This design comes from an exercise in tuning for small area, a short achievable clock period and few clock cycles per item on the open sky130 flow, not from production work.
RTL that was checked went through simulation tests only; none was proved equivalent to the original.
Power and IR drop assume default switching activity.

==> 11-18 <==
==> flow/design.v <==
`default_nettype none
`timescale 1ns/1ns
module part1 (
    input logic clk,
    input logic rst_n,
    input logic [7:0] data_in,
    input logic data_valid,
    output logic data_ack,
    output logic [31:0] result,
    output logic result_ready,
    output logic data_error,
    input logic error_clear
);
    logic [3:0] m, a, b;
    logic       need_digit;   
    logic       nl_pend;      
    logic [31:0] total;
    wire [3:0] d = data_in[3:0];
    wire is_digit = (data_in[7:4] == 4'h3) && (d <= 4'd9);
    wire is_nl    = (data_in == 8'h0a);
    wire idle     = !data_ack && !data_error && !nl_pend;
    wire take_dig = idle && data_valid && is_digit;
    wire take_nl  = idle && data_valid && is_nl && !need_digit;
    wire reject   = idle && data_valid && !is_digit && !(is_nl && !need_digit);
    wire upd  = (m != a) || (d > b);
    wire mnew = (m == 4'hf) || (d > m);
    wire [7:0] line_val = (a == 4'hf) ? ({4'd0, b} - 8'd10)
                                      : ({4'd0, a} * 8'd10 + {4'd0, b});
    wire [7:0]  addend  = {a, b} & {8{nl_pend}};
    wire [8:0]  lo_sum  = {1'b0, total[7:0]} + {1'b0, addend};
    wire        hi_step = lo_sum[8] ^ addend[7];
    wire [23:0] hi_p    = total[31:8] ^ {24{addend[7]}};
    logic [23:0] hi_flip;
    always_comb begin
        for (int i = 0; i < 24; i++) begin
            hi_flip[i] = hi_step;
            for (int j = 0; j < i; j++) hi_flip[i] = hi_flip[i] & hi_p[j];
        end
    end
    assign result = total;
    always_ff @(posedge clk or negedge rst_n) begin
        if (!rst_n) begin
            data_ack     <= 1'b0;
            result_ready <= 1'b0;
            data_error   <= 1'b0;
            need_digit   <= 1'b1;
            nl_pend      <= 1'b0;
            m <= 4'hf;
            a <= 4'hf;
            b <= 4'h0;
            total <= 32'd0;
        end else begin
            if (data_ack) begin
                data_ack <= data_valid;
                result_ready <= result_ready && data_valid;
            end else begin
                data_ack <= take_dig || nl_pend;
                result_ready <= nl_pend;
            end
            if (data_error) begin
                if (error_clear) begin
                    data_error <= 1'b0;
                    need_digit <= 1'b1;
                end
            end else if (reject) begin
                data_error <= 1'b1;
            end
            if (take_dig) need_digit <= 1'b0;
            if (take_nl)  need_digit <= 1'b1;
            nl_pend <= take_nl;
            total   <= {total[31:8] ^ hi_flip, lo_sum[7:0]};
            if (take_dig) begin
                if (upd) begin
                    a <= m;
                    b <= d;
                end
                if (mnew) m <= d;
            end
            if (take_nl) begin
                {a, b} <= line_val;
            end
            if (nl_pend) begin
                m <= 4'hf;
                a <= 4'hf;
                b <= 4'h0;
            end
        end
    end
endmodule
==> flow/run.sh <==
#!/bin/bash
# synth_recipe.tcl (not shown) runs the flow's synth.tcl, then flattens the netlist and writes it again
# the make line also repeats each setting of config.mk as NAME=value (left out here)
make -C /OpenROAD-flow-scripts/flow DESIGN_CONFIG=/design/flow/config.mk WORK_HOME=/design/flow/orfs CLKGATE_MAP_FILE= SYNTH_SCRIPT=/design/flow/synth_recipe.tcl finish
==> flow/config.mk <==
export PLATFORM = sky130hd
export DESIGN_NAME = part1
export DESIGN_NICKNAME = part1
export VERILOG_FILES = /design/flow/design.v
export SDC_FILE = /design/flow/constraint.sdc
export NUM_CORES = 4
export LEC_CHECK = 0
export CAP_MARGIN = 20
export CORE_MARGIN = 2
export CORE_UTILIZATION = 40
export SETUP_SLACK_MARGIN = 5
export SLEW_MARGIN = 20
==> flow/constraint.sdc <==
create_clock -name core_clock -period 8.0 [get_ports {clk}]
set_input_delay 1.6000 -clock core_clock [delete_from_list [all_inputs] [get_ports {clk}]]
set_output_delay 1.6000 -clock core_clock [all_outputs]
set_load 0.01 [all_outputs]
==> inputs of 08-04, as changes to 11-18 <==
==> flow/design.v, changed modules only <==
module part1 (
    input logic clk,
    input logic rst_n,
    input logic [7:0] data_in,
    input logic data_valid,
    output logic data_ack,
    output logic [31:0] result,
    output logic result_ready,
    output logic data_error,
    input logic error_clear
);
    logic [3:0] m, a, b;
    logic       need_digit;
    logic [31:0] total;
    wire [3:0] d = data_in[3:0];
    wire is_digit = (data_in[7:4] == 4'h3) && (d <= 4'd9);
    wire is_nl    = (data_in == 8'h0a);
    wire idle     = !data_ack && !data_error;
    wire take_dig = idle && data_valid && is_digit;
    wire take_nl  = idle && data_valid && is_nl && !need_digit;
    wire reject   = idle && data_valid && !is_digit && !(is_nl && !need_digit);
    wire upd  = (m != a) || (d > b);
    wire mnew = (m == 4'hf) || (d > m);
    wire a_none = (a == 4'hf);
    wire [31:0] lineval = a_none ? ({28'd0, b} - 32'd10)
                                 : ({28'd0, a} * 32'd10 + {28'd0, b});
    assign result = total;
    always_ff @(posedge clk or negedge rst_n) begin
        if (!rst_n) begin
            data_ack     <= 1'b0;
            result_ready <= 1'b0;
            data_error   <= 1'b0;
            need_digit   <= 1'b1;
            m <= 4'hf;
            a <= 4'hf;
            b <= 4'h0;
            total <= 32'd0;
        end else begin
            if (data_ack) begin
                data_ack <= data_valid;
                result_ready <= result_ready && data_valid;
            end else begin
                data_ack <= take_dig || take_nl;
                result_ready <= take_nl;
            end
            if (data_error) begin
                if (error_clear) begin
                    data_error <= 1'b0;
                    need_digit <= 1'b1;
                end
            end else if (reject) begin
                data_error <= 1'b1;
            end
            if (take_dig) begin
                need_digit <= 1'b0;
                if (upd) begin
                    a <= m;
                    b <= d;
                end
                if (mnew) m <= d;
            end
            if (take_nl) begin
                need_digit <= 1'b1;
                total <= total + lineval;
                m <= 4'hf;
                a <= 4'hf;
                b <= 4'h0;
            end
        end
    end
endmodule
- SETUP_SLACK_MARGIN: 5 -> unset
==> results by group <==
Power and ir drop
  • Clock power share: 0.238
  • Max VDD drop: 0.0763 mV
  • Seq. pwr: 0.000304 W

Layout
  • Non-Clock Inverter Count: 12
  • Seq area share: 0.308
  • Commonest non-fill, non-tap cell in the layout: clkdlybuf4s50_1
  • Signal buf overhead: 0.125

Worst setup path
  • Worst path max stage delay: 0.58 ns
  • Reg2reg end: total[31]
  • Crit Path Max Fanout: 5
  • CP Capture Type: primary output

Clock tree
  • CTS resizes: 26
  • Clock sinks: 49

Run status
  • Status: no timing/DRC/antenna violations

Timing
  • Skew final: 0.00609 ns
  • Headroom to the max-slew limit: 0.574

Placement
  • GPL Wtd Cong: 0.830

Floorplan
  • Die H: 93.7 um

Drt
  • Wire length on met1: 3.66 mm

Worst hold path
  • Hold Crit Start: total[31]

Global routing
  • Vias in the first global route: 2519
The numbers above come from 11-18.

==> results by group <==
Layout
  • Signal buf overhead: 0.0987
  • Seq area share: 0.250
  • Commonest non-fill, non-tap cell in the layout: nand2_1

Drt
  • Wire length on met1: 4.97 mm

Worst setup path
  • CP Capture Type: register
  • Crit Path Max Fanout: 7
  • Reg2reg end: total[30]
  • Worst path max stage delay: 0.61 ns
  • FF-to-FF setup slack: 3.56 ns

Clock tree
  • Clock sinks: 48
  • CTS resizes: 0

Global routing
  • Vias in the first global route: 3519

Timing
  • Final worst slack: 3.56 ns
  • Headroom to the max-slew limit: 0.413

Placement
  • GPL Wtd Cong: 0.920

Run status
  • Status: no timing/DRC/antenna violations

Power and ir drop
  • Clock power share: 0.247
  • Seq. pwr: 0.000281 W
  • Max VDD drop: 0.0827 mV

Synthesis
  • Xor-xnor portion of the synthesized cell area: 0.0793
  • Synthesized area: 4200 sq um

Worst hold path
  • Hold Crit Start: total[26]
The numbers above come from 08-04.

Testbench counts of 11-18, summed over its fixed seeds: cycles 38,976, chars 19,392.
Testbench counts of 08-04, summed over its fixed seeds: cycles 38,784, chars 19,392.

---

==> 08-15 <==
Another version of the RTL of part1 (not shown whole).
==> flow/config.mk <==
export PLATFORM = sky130hd
export DESIGN_NAME = part1
export DESIGN_NICKNAME = part1
export VERILOG_FILES = /design/flow/design.v
export SDC_FILE = /design/flow/constraint.sdc
export NUM_CORES = 4
export LEC_CHECK = 0
export ABC_CLOCK_PERIOD_IN_PS = 2000
export CAP_MARGIN = 20
export CORE_MARGIN = 2
export CORE_UTILIZATION = 40
export SETUP_SLACK_MARGIN = 5
export SLEW_MARGIN = 20
==> flow/constraint.sdc <==
create_clock -name core_clock -period 8.0 [get_ports {clk}]
set_input_delay 1.6000 -clock core_clock [delete_from_list [all_inputs] [get_ports {clk}]]
set_output_delay 1.6000 -clock core_clock [all_outputs]
set_load 0.01 [all_outputs]
run.sh (not shown) runs the stock make flow with config.mk's settings and CLKGATE_MAP_FILE= SYNTH_SCRIPT=/design/flow/synth_recipe.tcl, a recipe that flattens the netlist after the stock synthesis.
==> 04-18: changes against 08-15 <==
==> flow/config.mk (replaced) <==
export PLATFORM = sky130hd
export DESIGN_NAME = part1
export DESIGN_NICKNAME = part1
export VERILOG_FILES = /design/flow/design.v
export SDC_FILE = /design/flow/constraint.sdc
export NUM_CORES = 4
export LEC_CHECK = 0
export CAP_MARGIN = 20
export CORE_MARGIN = 2
export CORE_UTILIZATION = 40
export SLEW_MARGIN = 20
==> comparison table <==
Status: 04-18 no timing/DRC/antenna violations; 08-15 no timing/DRC/antenna violations
Non-clock buffers, area share: 04-18 10.9%; 08-15 10.9%
Time the worst path needs with I/O delays and setup: 04-18 3.01 ns; 08-15 2.94 ns
Worst ir drop on vdd: 04-18 0.0775 mV; 08-15 0.0763 mV
Via density: 04-18 5.35; 08-15 5.36
Met2 routed WL: 04-18 3.58 mm; 08-15 3.60 mm
Worst Slack Setup Final: 04-18 4.99 ns; 08-15 5.06 ns
Static leakage: 04-18 1.96 nW; 08-15 1.97 nW
Total power after layout: 04-18 684 µW; 08-15 683 µW
Leading cell type in the layout, fill and taps excluded: 04-18 sky130_fd_sc_hd__dfrtp_1; 08-15 sky130_fd_sc_hd__clkdlybuf4s50_1
Worst setup path start: 04-18 total[11]; 08-15 total[25]
Post-route core utilization: 04-18 49.8%; 08-15 50.1%
Post-route cell area: 04-18 0.00433 mm²; 08-15 0.00435 mm²
Wire length of the first global-routing pass: 04-18 12.7 mm; 08-15 12.6 mm
Routed vias: 04-18 2,753; 08-15 2,761
Tightest slew margin relative to the limit: 04-18 39.7%; 08-15 41.2%
Least-Margin Pin Slew: 04-18 0.898 ns; 08-15 0.875 ns
No functional check of the RTL was part of any run of this note.

==> separate check: timing with driven ports <==
The flow's constraints put no driver on any port. The routed layouts listed below were extracted and timed again, unchanged, in two steps.
Step 1 sets driving cells, clkbuf_16 on the clock port and buf_2 on the other inputs (assumed; they add their load-dependent delay and slew).
Step 2, shift: input delay + t, output delay - t, t = (earliest + latest rising clock arrival at the registers) / 2. This alone moves slack from input paths to output paths.
a / b / c = no drivers / after step 1 / after step 2; a / b = the first two.
| run | t (ns) | setup slack, ns | worst setup path after step 2 |
|---|---|---|---|
| 11-18 | 0.327 | 5.061 / 5.031 / 4.761 | input to register |
| 08-04 | 0.329 | 3.561 / 3.561 / 3.561 | register to register |
| 08-15 | 0.360 | 5.061 / 5.032 / 4.817 | input to register |
| 04-18 | 0.364 | 4.989 / 4.959 / 4.733 | input to register |
After both steps every run listed still meets setup and hold. The setup slack of 11-18, which loses most, moves by -0.030 ns with the drivers and by -0.300 ns with both steps.
